This is an optimization exercise on Yosys and OpenROAD, whose aim is small area and a short achievable clock period, not a production implementation.
In this exercise RTL edits were held to simulation tests only and were not proved equivalent to the original.
Power figures rest on the tool's default switching activity, not on a simulated workload.

## design.v

```verilog
module Aoi222 (
	input 		s0, d0, s1, d1, s2, d2,
	output 	wire 	y
);
assign y = ~((s0 & d0) | (s1 & d1) | (s2 & d2));
endmodule  
module RdBit (
	input 		[31:1] 	sel,
	input 		[31:1] 	d,
	output 	wire 		q
);
wire [10:0] n;
genvar k;
generate for (k = 0; k < 10; k = k + 1) begin : grp
	Aoi222 aoi(
		.s0(sel[3*k+1]), .d0(d[3*k+1]),
		.s1(sel[3*k+2]), .d1(d[3*k+2]),
		.s2(sel[3*k+3]), .d2(d[3*k+3]),
		.y(n[k])
	);
end endgenerate
assign n[10] = ~(sel[31] & d[31]);
assign q = ~&n;
endmodule  
module RegRead (
	input 		[31:1] 	sela,
	input 		[31:1] 	selb,
	input 		[1023:32] regbits,
	output 	wire [31:0] busA,
	output 	wire [31:0] busB
);
genvar b, r;
generate for (b = 0; b < 32; b = b + 1) begin : col
	wire [31:1] colbits;
	for (r = 1; r < 32; r = r + 1) begin : c
		assign colbits[r] = regbits[32*r + b];
	end
	RdBit rda(.sel(sela), .d(colbits), .q(busA[b]));
	RdBit rdb(.sel(selb), .d(colbits), .q(busB[b]));
end endgenerate
endmodule  
module Hold (
	input 		we, wen, d, q,
	output 	wire 	y
);
assign y = (we & d) | (wen & q);
endmodule  
module RegFile (
	input 					clk,
	input 					regwr,
	input 			[4:0] 	ra,
	input 			[4:0] 	rb,
	input 			[4:0] 	rw,
	input 			[31:0] 	busW,
	output 	wire 	[31:0] 	busA,
	output 	wire 	[31:0] 	busB
);
reg  [31:0] regs [1:31];
wire [31:1] sela, selb;
wire [1023:32] regbits;
genvar g, b;
generate for (g = 1; g < 32; g = g + 1) begin : row
	assign sela[g] = (ra == g);
	assign selb[g] = (rb == g);
	assign regbits[32*g +: 32] = regs[g];
	wire we = regwr & (rw == g);
	wire [31:0] nxt;
	for (b = 0; b < 32; b = b + 1) begin : bt
		Hold h(.we(we), .wen(~we), .d(busW[b]), .q(regs[g][b]), .y(nxt[b]));
	end
	always @(posedge clk)
		regs[g] <= nxt;
end endgenerate
RegRead rd(
	.sela(sela),
	.selb(selb),
	.regbits(regbits),
	.busA(busA),
	.busB(busB)
);
endmodule  
module rv32is(
	input 			clock,
	input 			reset,
	output 	[31:0] 	imemaddr,
	input  	[31:0] 	imemdataout,
	output 	[31:0] 	dmemaddr,
	input  	[31:0] 	dmemdataout,
	output 	[31:0] 	dmemdatain,
	output 	[2:0]	dmemop,
	output			dmemwe,
	output 	[31:0] 	dbgdata
);
function [31:0] rev32(input [31:0] x);
	integer k;
	for (k = 0; k < 32; k = k + 1) rev32[k] = x[31 - k];
endfunction
reg 	[31:1] 	pc1;
wire 	[31:0] 	pc = {pc1, 1'b0};
wire 	[31:0] 	instr = imemdataout;
wire 	[6:0] 	op = instr[6:0];
wire 	[2:0] 	func3 = instr[14:12];
wire memwr    = ~op[6] & op[5] & ~op[4];
wire mem2reg  = ~op[6] & ~op[5] & ~op[4];
wire regwr    = ~(op[5] & ~op[4] & ~op[2]);
wire jump     = op[6] & op[2];
wire jal      = op[3];
wire jalr     = op[6] & op[2] & ~op[3];
wire branch   = op[6] & ~op[2];
wire lui      = op[4] & op[2] & op[5];
wire auipc    = op[4] & op[2] & ~op[5];
wire bsrc_reg = op[5] & op[4];
wire imm_s    = op[5] & ~op[6];
wire aluop    = op[4] & ~op[2];
wire [2:0] alufunc = aluop ? func3 : 3'b000;
wire sub      = aluop & ((func3 == 3'b000 & op[5] & instr[30]) | (func3[2:1] == 2'b01));
wire arith    = instr[30];
wire [31:0] immIS = {{20{instr[31]}}, instr[31:25], imm_s ? instr[11:7] : instr[24:20]};
wire [31:0] immU  = {instr[31:12], 12'b0};
wire [31:0] immB  = {{20{instr[31]}}, instr[7], instr[30:25], instr[11:8], 1'b0};
wire [31:0] immJ  = {{12{instr[31]}}, instr[19:12], instr[20], instr[30:21], 1'b0};
wire [31:0] immPC = instr[4] ? immU : (jal ? immJ : immB);
wire [31:0] busA, busB, busW;
RegFile myregfile(
	.clk(clock),
	.regwr(regwr),
	.ra(instr[19:15]),
	.rb(instr[24:20]),
	.rw(instr[11:7]),
	.busW(busW),
	.busA(busA),
	.busB(busB)
);
wire [31:0] alub = bsrc_reg ? busB : immIS;
wire [31:0] sum  = busA + (alub ^ {32{sub}}) + {31'b0, sub};
wire        pcrel = op[6] ? ~op[2] | op[3] : op[2];    
wire [31:0] addr = (pcrel ? pc : busA) + (pcrel ? immPC : immIS);
wire diffsign = busA[31] ^ alub[31];
wire lts = diffsign ? busA[31] : sum[31];
wire ltu = diffsign ? alub[31] : sum[31];
wire [4:0]  shamt = alub[4:0];
wire [31:0] shsrc = ~func3[2] ? rev32(busA) : busA;
wire        fill  = arith & busA[31];
wire [31:0] s0 = shamt[0] ? {{ 1{fill}}, shsrc[31:1]} : shsrc;
wire [31:0] s1 = shamt[1] ? {{ 2{fill}}, s0[31:2]}  : s0;
wire [31:0] s2 = shamt[2] ? {{ 4{fill}}, s1[31:4]}  : s1;
wire [31:0] s3 = shamt[3] ? {{ 8{fill}}, s2[31:8]}  : s2;
wire [31:0] s4 = shamt[4] ? {{16{fill}}, s3[31:16]} : s3;
reg [31:0] aluresult;
always @(*) begin
	case (alufunc)
		3'b000: aluresult = sum;
		3'b001: aluresult = rev32(s4);
		3'b010: aluresult = {31'b0, lts};
		3'b011: aluresult = {31'b0, ltu};
		3'b100: aluresult = busA ^ alub;
		3'b101: aluresult = s4;
		3'b110: aluresult = busA | alub;
		default: aluresult = busA & alub;
	endcase
end
wire beq  = (busA == busB);
wire bltu = (busA < busB);
wire blt  = (busA[31] ^ busB[31]) ? busA[31] : bltu;
reg  bcond;
always @(*) begin
	case (func3[2:1])
		2'b00: bcond = beq;
		2'b10: bcond = blt;
		default: bcond = bltu;
	endcase
end
wire taken = bcond ^ func3[0];
wire [31:0] target = addr;
wire [31:0] pc4 = {pc[31:2] + 30'd1, pc[1:0]};
reg [31:0] wbsel;
always @(*) begin
	case ({lui | jump, auipc | jump})
		2'b00: wbsel = aluresult;
		2'b01: wbsel = target;
		2'b10: wbsel = immU;
		default: wbsel = pc4;
	endcase
end
assign busW = mem2reg ? dmemdataout : wbsel;
wire [31:0] seqtgt = (jal | (branch & taken)) ? target : pc4;
wire [31:0] nxtpc = reset ? 32'b0 : (jalr ? {addr[31:1], 1'b0} : seqtgt);
assign imemaddr = nxtpc;
assign dbgdata = pc;
assign dmemaddr = addr;
assign dmemdatain = busB;
assign dmemop = func3;
assign dmemwe = memwr;
always @(posedge clock)
	pc1 <= nxtpc[31:1];
endmodule  
```

## config.mk

```make
export PLATFORM = sky130hd
export DESIGN_NAME = rv32is
export DESIGN_NICKNAME = rv32is
export VERILOG_FILES = /design/flow/design.v
export SDC_FILE = /design/flow/constraint.sdc
export NUM_CORES = 4
export LEC_CHECK = 0
export CAP_MARGIN = 20
export CORE_MARGIN = 2
export CORE_UTILIZATION = 55
export SETUP_SLACK_MARGIN = 5
export SLEW_MARGIN = 20
export SYNTH_HIERARCHICAL = 1
export SYNTH_MEMORY_MAX_BITS = 2048
```

## constraint.sdc

```tcl
create_clock -name core_clock -period 17.0 [get_ports {clock}]
set_input_delay 3.4000 -clock core_clock [delete_from_list [all_inputs] [get_ports {clock}]]
set_output_delay 3.4000 -clock core_clock [all_outputs]
set_load 0.01 [all_outputs]
```

## run.sh

```bash
#!/bin/bash
# synth_recipe.tcl (not shown) runs the flow's synth.tcl, then flattens the netlist and writes it again
# the make line also repeats each setting of config.mk as NAME=value (left out here)
make -C /OpenROAD-flow-scripts/flow DESIGN_CONFIG=/design/flow/config.mk WORK_HOME=/design/flow/orfs CLKGATE_MAP_FILE= SYNTH_SCRIPT=/design/flow/synth_recipe.tcl finish
```

==> results.cfg, run 1 <==
[timing]
setup_viol = 0
drv_slew = 0
max_freq_mhz = 81.4
fin_tns_setup_ns = 0
skew_ns = 0.0416
fin_crit_ns = 12.29
relSlewSlack = 0.158
period_share = 0.723
setup_ws_ns = 4.71
hold_slack_ns = 0.496
hold_viol = 0
worst_pin_slew_ns = 1.26
rsz0062_at_grt = yes

[detailed_routing]
drc = 0
vias = 57586
drt-total-wl_um = 270000
antenna_left = 0
drt_iter0_markers = 13650
post_drt_wl_per_cell_um = 39.4
via_per_inst = 8.40
drtPass1Iterations = 13

[pwr]
pwr-share-seq = 0.388
clock_power_share = 0.236
p_int_uw = 6290
power_density_mw_per_mm2 = 164
swShare = 0.389
leakage_uw = 0.0262
peakVddDrop_mv = 0.109
switchingPower_uw = 4010
p_comb_frac = 0.376

[critical_path]
endpoint_kind = primary output
crit_chain = buf_8 -> or3b_4 -> nor2_4 -> buf_12 -> a222oi_1 -> nand4_1 -> a2111o_1 -> inv_4 -> nor2_2 -> ha_2 -> fa_2 -> a211oi_2 -> o21ai_2 -> o2111a_2 -> o21ai_4 -> nor3_4 -> o311a_1 -> buf_6 -> a221oi_4 -> xnor2_1 -> buf_4 -> nor2_1 -> nor3_2 -> buf_2
r2r_slack_ns = 8.55
critPathKind = in -> out
crit_fanout = 10
max_stage_delay_ns = 0.59
cp-start-kind = input pin
crit_path_top_delay_cell = a2111o_1
reg2regPathDepth = 21
arrival_ns = 8.89
r2r-start = myregfile.regs[22][4]$_DFF_P_
r2r-end = myregfile.regs[23][30]$_DFF_P_
cp.required_ns = 13.60

[floorplanning]
fp.dieArea_sq_mm = 0.0939
start_util = 0.557
die_w_um = 306
pin_count = 198
rows = 110
die_y_um = 306
coreArea_sq_mm = 0.0903

[status]
outcome = no timing/DRC/antenna violations

[place]
preCtsSetupSlack_ns = 2.19
place_inst = 6368
place_congestion = 1.06
dp_hpwl_um = 162000
io_buffer_count = 194

[yosys]
synthArstFlopShare = 0
synthTopCellsByArea = dfxtp_1, a22o_1, a222oi_1
syn-cell-area_sq_mm = 0.0503
synth.most_common_cell = dfxtp_1
yosysWarnings = 10
syn_nets = 5164
synth_cell_types = 102
ys_seq_area_frac = 0.407
synthFlopType = dfxtp_1
syn_inst = 4938
synth_largest_area_cell = dfxtp_1
synth_common_cells = dfxtp_1, a22o_1, a222oi_1, nand2_1, nor2_1
synth_top_area_frac = 0.407
syn_avg_cell_area_sq_um = 10.2
ys_ff_latch = 1023
synth-edff-count = 0

[clock_network]
clockRootBuffer = clkbuf_16
cts_buffers = 104
clkTransAtPathRegs_ns = 0.06
clkSinkCount = 1023
cts_max_level = 3
hold_buffers = 0
clkLatencyLatePin_ns = 0.76
cts_tree = yes
clk_path_buf_depth = 3

[grt]
track_usage = 0.540
grt_overflow = 0
grt_start_max_net_pins = 44
grt_first_pass_wirelength_um = 373000
grt_pass1_vias = 52168
antenna_found_initial = 33

[job]
drv_cap = 0

[hold_path]
min-delay-start = myregfile.regs[11][25]$_DFF_P_
hold_path.class = reg -> reg
worstHoldEndpoint = myregfile.regs[11][25]$_DFF_P_
hold_path_depth = 1

[finish]
drive_gt1_frac = 0.182
final_cells = 6852
final_core_util = 0.698
fin_nets = 5808
syn_to_final_growth_pct = 25.2
-- stage by stage --
stage	total power [uW]	cell area, sq um
CTS	9850	61500
finish	10300	63000
global route	10600	63000
global placement	7210	55500
detailed placement	7290	55600
floorplan	5840	50300
-- sequential cells by signal, indices dropped and copies added, names as in the netlist --
name            flops
myregfile.regs    992
pc1                31
-- power groups by stage --
stage	registers (uW)	clock network, uW	logic (uW)
after global routing	4080	2510	3990
final	3990	2430	3880
after detailed placement	3970	0	3320
after global placement	3940	0	3270
after CTS	3940	2410	3500
after floorplan	3810	0	2030
-- logic make-up after synthesis --
group           after synthesis  share of synthesized area
other cells                   1                  0.0000745
simple gates                897                     0.0861
xor+xnor                    117                     0.0204
buf+inv                     261                     0.0206
mux                          67                     0.0174
flops                      1023                      0.407
compound gates             2412                      0.408
fa+ha+maj                   160                     0.0401
-- Yosys stat by module (local to each module, per instance), a selection --
module	cells inside	copies in the design	flops+latches	area (sq um)
Hold	1	992	0	8.76
RegFile	1184	1	992	20800
Aoi222	1	640	0	10.0
RdBit	4	64	0	27.5
rv32is	1866	1	31	12600
-- per-layer routing --
layer | GRT usage | vias to the layer above | wire length [um]
li1 | - | 22667 | -
met1 | 0.654 | 27080 | 90000
met2 | 0.724 | 5982 | 101000
met3 | 0.269 | 1801 | 50200
met4 | 0.409 | 56 | 28200
met5 | 0.0243 | - | 486
-- worst max-delay path by stage --
| stage | startpoint | to | slack (ns) | cells past startpoint |
|---|---|---|---|---|
| floorplan | imemdataout[19] | imemaddr[30] | 5.19 | 19 |
| global placement | imemdataout[16] | imemaddr[30] | 2.21 | 22 |
| detailed placement | imemdataout[16] | imemaddr[30] | 2.19 | 22 |
| CTS | imemdataout[19] | imemaddr[30] | 4.92 | 23 |
| global route | imemdataout[19] | imemaddr[30] | 4.75 | 25 |
| finish | imemdataout[17] | imemaddr[30] | 4.71 | 24 |
-- final cells by class --
cell class	instances	area (sq um)
clock inverter	39	475
clock buffer	155	3130
inverter	124	492
multi-input combinational	3665	30500
antenna	6	15.0
sequential	1023	20500
tap	1176	1470
timing repair buffer	664	6410
fill	6925	27300
-- cell usage in the layout (no fill, tap or decap), types with 24 or more instances in the layout --
cell / netlist / layout
nor2_4: 0 / 78
clkbuf_16: 0 / 112
dfxtp_1: 1023 / 1023
clkbuf_8: 0 / 27
a2111o_1: 65 / 43
inv_1: 120 / 102
xor2_1: 59 / 57
mux2i_1: 42 / 42
o21ai_0: 172 / 151
a22o_1: 1001 / 1001
buf_12: 0 / 42
ha_1: 158 / 146
nand2_1: 297 / 294
xnor2_1: 58 / 51
a21oi_1: 178 / 162
a222oi_1: 646 / 646
buf_4: 4 / 364
a21o_1: 49 / 49
nand4_1: 150 / 150
nor3_1: 53 / 32
nor2_1: 226 / 131
clkdlybuf4s50_1: 0 / 142
o211ai_1: 24 / 24
buf_6: 2 / 41
-- what timing repair did --
| item | CTS | global route |
|---|---|---|
| pin swaps | 128 | 145 |
| buffers inserted | 180 | 79 |
| setup endpoints to repair | 125 | 51 |
| gates resized for setup | 284 | 203 |
| cloned | 11 | 8 |
-- worst max-delay path, delay by kind of cell --
family | cells | cell delay [ns]
compound gates | 8 | 2.61
simple gates | 7 | 1.11
buf+inv | 6 | 0.92
fa+ha+maj | 2 | 0.61
xor+xnor | 1 | 0.18
==> inputs of run 2 (changes only) <==
--- a/config.mk
+++ b/config.mk
@@ -7,7 +7,9 @@
 export LEC_CHECK = 0
 export CAP_MARGIN = 20
 export CORE_MARGIN = 2
-export CORE_UTILIZATION = 55
+export CORE_UTILIZATION = 45
+export CTS_CLUSTER_DIAMETER = 100
+export CTS_CLUSTER_SIZE = 30
 export SETUP_SLACK_MARGIN = 5
 export SLEW_MARGIN = 20
 export SYNTH_HIERARCHICAL = 1
==> run 2 against run 1 <==
- largest power group is now combinational cells
- sequential power about the same
- area after synthesis unchanged
- non-clock buffer count up 30
- flip-flop and latch count is the same
- still clean
- utilization is 14 points lower
- largest cell class unchanged
- final area decreased by 1.6%
- global-route usage is 8.1 points lower
==> results.cfg, run 2 <==
[critical_path]
worstPathBufferInverterCount = 9
cp.required_ns = 13.60
crit_chain = buf_6 -> nand2b_4 -> buf_4 -> nor2_4 -> buf_8 -> a222oi_1 -> nand4_1 -> a2111o_2 -> buf_4 -> buf_6 -> ha_1 -> nand2_1 -> nor2_2 -> nand4_1 -> a21oi_4 -> nor4_2 -> mux2_4 -> nor2_4 -> buf_12 -> buf_16 -> buf_8 -> nor2_1 -> nor3_4 -> buf_2
max_stage_delay_ns = 0.73
endpoint_kind = primary output
critical_path.top_delay_family = simple AND/OR/NAND/NOR gates
crit_path_top_delay_cell = a2111o_2
crit_fanout = 31
critPathKind = in -> out
cp-start-kind = input pin
arrival_ns = 8.92

[yosys]
synthArstFlopShare = 0
synthTopCellsByArea = dfxtp_1, a22o_1, a222oi_1
synthXorXnorAreaFrac = 0.0204
synth_compound_area_frac = 0.408
synthAdderAreaFrac = 0.0401
syn_nets = 5164
yosysWarnings = 10
synth_cell_types = 102
synth_common_cells = dfxtp_1, a22o_1, a222oi_1, nand2_1, nor2_1
ys_ff_latch = 1023
synth_mux_area_frac = 0.0174
synth_largest_area_cell = dfxtp_1
synth-edff-count = 0
synthFlopType = dfxtp_1
synth.most_common_cell = dfxtp_1
ys_seq_area_frac = 0.407
synth_top_area_frac = 0.407
syn_inst = 4938
syn_avg_cell_area_sq_um = 10.2
synthSimpleGateAreaFrac = 0.0861
syn-cell-area_sq_mm = 0.0503
synth_top_family_by_area = compound AO/OA/AOI/OAI gates

[timing]
max_freq_mhz = 81.1
period_share = 0.725
worst_pin_slew_ns = 1.28
setup_ws_ns = 4.68
drv_slew = 0
fin_crit_ns = 12.32
hold_slack_ns = 0.509
skew_ns = 0.0562
relSlewSlack = 0.146
hold_viol = 0
rsz0062_at_grt = yes
fin_tns_setup_ns = 0
setup_viol = 0

[pwr]
finalPower_uw = 9440
peakVddDrop_mv = 0.132
leakage_uw = 0.0253
power_density_mw_per_mm2 = 152

[detailed_routing]
vias = 55872
drtPass1Iterations = 14
via_per_inst = 7.91
drt-total-wl_um = 281000
drc = 0
antenna_left = 0
post_drt_wl_per_cell_um = 39.8
drt_iter0_markers = 13158

[job]
drv_cap = 0

[hold_path]
hold_path.class = reg -> reg

[floorplanning]
die_w_um = 338
rows = 122
die_y_um = 338
pin_count = 198
coreArea_sq_mm = 0.111
start_util = 0.454
fp.dieArea_sq_mm = 0.114

[finish]
syn_to_final_growth_pct = 23.2
reg.largest.list = myregfile.regs x992, pc1 x31
fillCellCount = 9786
final_cell_mix = dfxtp_1, a22o_1, a222oi_1
drive_gt1_frac = 0.180
largest_reg_flops = 992
largest-register = myregfile.regs
final_common_cell = dfxtp_1
fin_nets = 5780

[grt]
grt_pass1_vias = 50164
grt_first_pass_wirelength_um = 385000
grt_overflow = 0
antenna_found_initial = 18
track_usage = 0.459
grt_start_max_net_pins = 55

[status]
outcome = no timing/DRC/antenna violations

[clock_network]
clkLatencyLatePin_ns = 0.72
clkTransAtPathRegs_ns = 0.11
clockRootBuffer = clkbuf_16
cts_tree = yes
hold_buffers = 0
cts_buffers = 42
clk_path_buf_depth = 3
clkSinkCount = 1023
cts_max_level = 2

[place]
place_congestion = 1.06
io_buffer_count = 194
dp_hpwl_um = 171000
preCtsSetupSlack_ns = 1.73
run 2: changes by cell type in the layout (fill, tap and decap cells not counted), sizes merged, moves of 2 or more:
cell | previous run | this run
buf | 488 | 529
diode | 6 | 8
dlygate4sd2 | 5 | 3
clkinvlp | 9 | 4
clkinv | 24 | 8
clkdlybuf4s50 | 142 | 137
clkbuf | 174 | 63
nor2 | 232 | 238
bufinv | 8 | 0
run 2: layout make-up:
cell class / instances / area (sq um) / share of cell area
multi-input cells: 3669 / 31000 / 0.501
flip-flops and latches: 1023 / 20500 / 0.331
repair buffers: 694 / 6820 / 0.110
well taps: 1488 / 1860 / 0.0300
clock buffers: 46 / 1090 / 0.0175
inverters: 124 / 494 / 0.00798
clock inverters: 11 / 171 / 0.00277
diodes: 8 / 20.0 / 0.000323
run 2: Yosys stat by module, one instance, submodules excluded, a selection:
module,times used,flip-flops and latches
Aoi222,640,0
RegFile,1,992
rv32is,1,31
Hold,992,0
RdBit,64,0
run 2: logic make-up after synthesis:
family          after synthesis
xor+xnor                    117
flops                      1023
simple gates                897
compound gates             2412
mux                          67
other cells                   1
buf+inv                     261
fa+ha+maj                   160
run 2: per-layer routing:
layer | track usage | part of all wire
met4 | 0.334 | 0.095
met3 | 0.152 | 0.16
met2 | 0.659 | 0.40
met5 | 0.00167 | 0.00051
met1 | 0.573 | 0.35
run 2: path summary, 6_finish.rpt:
check / start / end / slack, ns / cells after the start
setup reg to reg: myregfile.regs[22][4]$_DFF_P_ / myregfile.regs[23][26]$_DFF_P_ / 9.27 / 21
setup / recovery: imemdataout[16] / imemaddr[23] / 4.68 / 24
hold / removal: myregfile.regs[23][18]$_DFF_P_ / myregfile.regs[23][18]$_DFF_P_ / 0.51 / 1
hold reg to reg: myregfile.regs[23][18]$_DFF_P_ / myregfile.regs[23][18]$_DFF_P_ / 0.51 / 1
run 2: power by group:
group	leakage (uW)	switching, uW	internal [uW]
Clock	0.000608	844	483
Combinational	0.0162	2420	1710
Sequential	0.00851	722	3270
Total	0.0253	3980	5460
run 2: what timing repair did:
item,4_1_cts,5_1_grt
resized for setup,412,206
pin swaps,187,155
endpoints found under the setup margin,192,52
buffers inserted,213,69
cloned,18,5
run 2: worst reg2reg max path, cell delays in order, from the launching register on:
cell,delay (ns)
dfxtp_1,0.34
a222oi_1,0.43
nand4_1,0.53
a2111o_2,0.67
buf_4,0.20
a221oi_2,0.24
buf_4,0.40
inv_1,0.18
xnor2_1,0.15
ha_1,0.37
a21o_1,0.22
a221oi_1,0.53
o221ai_1,0.36
a31oi_2,0.74
o211a_1,0.32
o31ai_1,0.14
xor2_1,0.19
a221oi_1,0.62
buf_2,0.34
o21ai_4,0.18
buf_16,0.25
a22o_1,0.24
run 2: through the flow:
stage               area (sq um)   util  instances
floorplan                  50300      -       4938
global placement           55900  0.504       6670
detailed placement         56000  0.505       6675
CTS                        60500  0.546       6963
global route               61900  0.559       7056
finish                     62000  0.559       7063
==> inputs of run 3 (changes only) <==
--- a/design.v
+++ b/design.v
@@ -39,12 +39,6 @@
 	RdBit rdb(.sel(selb), .d(colbits), .q(busB[b]));
 end endgenerate
 endmodule  
-module Hold (
-	input 		we, wen, d, q,
-	output 	wire 	y
-);
-assign y = (we & d) | (wen & q);
-endmodule  
 module RegFile (
 	input 					clk,
 	input 					regwr,
@@ -63,13 +57,9 @@
 	assign sela[g] = (ra == g);
 	assign selb[g] = (rb == g);
 	assign regbits[32*g +: 32] = regs[g];
-	wire we = regwr & (rw == g);
-	wire [31:0] nxt;
-	for (b = 0; b < 32; b = b + 1) begin : bt
-		Hold h(.we(we), .wen(~we), .d(busW[b]), .q(regs[g][b]), .y(nxt[b]));
-	end
 	always @(posedge clk)
-		regs[g] <= nxt;
+		if (regwr && rw == g)
+			regs[g] <= busW;
 end endgenerate
 RegRead rd(
 	.sela(sela),
==> run 3 against run 2 <==
- largest power group is now sequential cells
- still clean
- power fell by 29%
- final area barely moved
- utilization fell by 0.93 points
- flip-flop and latch count did not move
==> results.cfg, run 3 <==
[status]
outcome = no timing/DRC/antenna violations

[yosys]
syn-cell-area_sq_mm = 0.0512
yosysWarnings = 9
synth_top_area_frac = 0.581
synthFlopType = edfxtp_1
syn_inst = 3834
ys_ff_latch = 1023
synth.most_common_cell = edfxtp_1
synth_cell_types = 92
synthTopCellsByArea = edfxtp_1, a222oi_1, ha_1
syn_avg_cell_area_sq_um = 13.4
synth_common_cells = edfxtp_1, a222oi_1, nand2_1, nor2_1, a21oi_1
synth-edff-count = 992
synth_largest_area_cell = edfxtp_1
synthArstFlopShare = 0
syn_nets = 4060
ys_seq_area_frac = 0.594

[hold_path]
hold_path.class = reg -> reg
hold_path_depth = 2

[grt]
grt_pass1_vias = 42101
grt_start_max_net_pins = 37
antenna_found_initial = 12
track_usage = 0.414
grt_first_pass_wirelength_um = 337000
grt_overflow = 0

[finish]
fin_nets = 4645
syn_to_final_growth_pct = 20.9
drive_gt1_frac = 0.207
largest-register = myregfile.regs
reg.largest.list = myregfile.regs x992, pc1 x31
final_cell_mix = edfxtp_1, a222oi_1, buf_4
fillCellCount = 9442
final_cells = 5937
largest_reg_flops = 992
final_common_cell = edfxtp_1
final_core_util = 0.550

[detailed_routing]
post_drt_wl_per_cell_um = 42.3
antenna_left = 0
drt-total-wl_um = 251000
drc = 0
drtPass1Iterations = 13
via_per_inst = 7.74
drt_iter0_markers = 10821
vias = 45934

[place]
place_inst = 5592
dp_hpwl_um = 156000
place_congestion = 1.04
io_buffer_count = 194

[clock_network]
clkLatencyLatePin_ns = 0.71
cts_tree = yes
hold_buffers = 0
cts_buffers = 43
clkSinkCount = 1023
clkTransAtPathRegs_ns = 0.08
clockRootBuffer = clkbuf_16
clk_path_buf_depth = 3
cts_max_level = 2

[pwr]
swShare = 0.360
switchingPower_uw = 2420
peakVddDrop_mv = 0.0869
finalPower_uw = 6710
pwr-share-seq = 0.465
p_comb_frac = 0.341
power_density_mw_per_mm2 = 108
p_int_uw = 4290
leakage_uw = 0.0213
clock_power_share = 0.193

[critical_path]
r2r_slack_ns = 9.18
cp.required_ns = 13.60
arrival_ns = 8.84
r2r-end = myregfile.regs[12][30]$_DFFE_PP_
startpoint = imemdataout[20]
crit_end = imemaddr[8]
cp-start-kind = input pin
r2r-start = myregfile.regs[28][4]$_DFFE_PP_
reg2regPathDepth = 19
crit_fanout = 16
endpoint_kind = primary output
critPathKind = in -> out

[timing]
max_freq_mhz = 81.7
skew_ns = 0.0438
hold_viol = 0
fin_crit_ns = 12.24
worst_pin_slew_ns = 1.24
setup_viol = 0
hold_slack_ns = 0.681
fin_tns_setup_ns = 0
drv_slew = 0
relSlewSlack = 0.173
period_share = 0.720
rsz0062_at_grt = yes

[floorplanning]
die_y_um = 341
die_w_um = 341
rows = 123
fp.dieArea_sq_mm = 0.117
pin_count = 198
coreArea_sq_mm = 0.113
start_util = 0.455

[job]
drv_cap = 0
==> run 3: changes by cell type in the layout (fill, tap and decap cells not counted), moves of 11 or more <==
cell,change
a211oi_1,+16
a22o_1,-995
buf_4,-29
dfxtp_1,-992
edfxtp_1,+992
mux2i_1,+19
nand2_1,-50
nand3_1,+16
nor3_2,-11
xnor2_1,+37
xor2_1,-30
==> run 3: logic make-up (layout without fill, tap and decap cells) <==
group / count (synthesis) / count (layout) / share of synthesized area
AO/OA/AOI/OAI: 1373 / 1373 / 0.223
XOR/XNOR: 115 / 115 / 0.0197
adder cells (fa/ha/maj): 160 / 160 / 0.0394
buffers and inverters: 246 / 832 / 0.0194
flip-flops: 1023 / 1023 / 0.594
multiplexers: 104 / 104 / 0.0280
other: 1 / 9 / 0.0000732
AND/OR/NAND/NOR: 812 / 821 / 0.0767
==> run 3: critical path: stages <==
cell             delay [ns]
buf_12                 0.11
buf_12                 0.14
nand3b_1               0.15
buf_6                  0.14
buf_12                 0.11
nor2_4                 0.07
buf_16                 0.19
a222oi_1               0.32
nand4_1                0.70
a2111o_2               0.74
inv_2                  0.08
ha_4                   0.20
a21oi_2                0.15
o221ai_2               0.14
a2111oi_4              0.42
a31oi_4                0.16
o22ai_4                0.21
or4_4                  0.17
o211ai_1               0.09
buf_4                  0.20
bufbuf_16              0.29
a211oi_1               0.30
clkdlybuf4s15_2        0.29
==> run 3: metal layers <==
layer / vias up / GRT usage / part of all wire
met5: - / 0 / 0.00015
met4: 6 / 0.301 / 0.096
met3: 951 / 0.106 / 0.15
met2: 4283 / 0.626 / 0.43
met1: 22611 / 0.516 / 0.33
li1: 18083 / - / -
==> run 3: per-stage QoR <==
step           area (sq um)  setup WS [ns]
3_3_place_gp          56700           2.30
3_5_place_dp          56700           2.29
5_1_grt               61900           4.72
2_1_floorplan         51200           5.36
4_1_cts               60800           4.87
6_report              61900           4.76
==> run 3: layout make-up <==
type / instances / area [sq um] / area share
repair buffers: 648 / 6380 / 0.103
flip-flops and latches: 1023 / 30400 / 0.491
inverters: 129 / 542 / 0.00875
diodes: 8 / 20.0 / 0.000323
clock inverters: 12 / 194 / 0.00313
multi-input cells: 2574 / 21400 / 0.346
clock buffers: 43 / 1080 / 0.0174
well taps: 1500 / 1880 / 0.0303
==> run 3: worst min path at each step <==
stage                     end           start
6_report       pc1[1]$_DFF_P_  pc1[1]$_DFF_P_
3_5_place_dp   pc1[1]$_DFF_P_  pc1[1]$_DFF_P_
5_1_grt        pc1[1]$_DFF_P_  pc1[1]$_DFF_P_
2_1_floorplan  pc1[1]$_DFF_P_  pc1[1]$_DFF_P_
3_3_place_gp   pc1[1]$_DFF_P_  pc1[1]$_DFF_P_
4_1_cts        pc1[1]$_DFF_P_  pc1[1]$_DFF_P_
==> run 3: modules after synthesis, one instance, submodules excluded, excerpt <==
module	cells	times used
RegFile	1130	1
rv32is	1808	1
Aoi222	1	640
RdBit	4	64
==> run 3: repair_timing <==
| item | in CTS | in global routing |
|---|---|---|
| endpoints found under the setup margin | 188 | 52 |
| pin swaps | 187 | 140 |
| gates cloned | 20 | 9 |
| gates resized for setup | 384 | 148 |
| buffers inserted | 190 | 63 |
==> run 3: power groups by stage <==
stage / Sequential [uW] / Clock (uW) / Combinational [uW]
floorplan: 3170 / 0 / 979
detailed placement: 3180 / 0 / 1990
finish: 3120 / 1300 / 2290
global placement: 3170 / 0 / 1990
global route: 3130 / 1380 / 2350
CTS: 3120 / 1300 / 2120

[port drivers added, routing unchanged]
The results above use ideal ports. As a check the final layouts listed here were re-extracted and re-timed, cells and wires unchanged. Step 1, drivers: a clkbuf_16 drives clock and a buf_2 each remaining input, both assumed. Step 2 times the ports against the registers' clock, not the clock port: input delays grow and output delays shrink by t, the midpoint of the rising clock arrivals with the driver on. Three values: ideal, step 1, step 2; two values: the first two.
run	t (ns)	setup slack, ns	worst setup path at the end
run 1	0.817	4.709 / 4.667 / 4.489	input to register
run 2	0.773	4.677 / 4.593 / 4.593	input to output
run 3	0.768	4.756 / 4.642 / 4.642	input to output
After both steps every run listed still meets setup and hold. The setup slack of run 1, which loses most, moves by -0.042 ns with the drivers and by -0.220 ns with both steps.
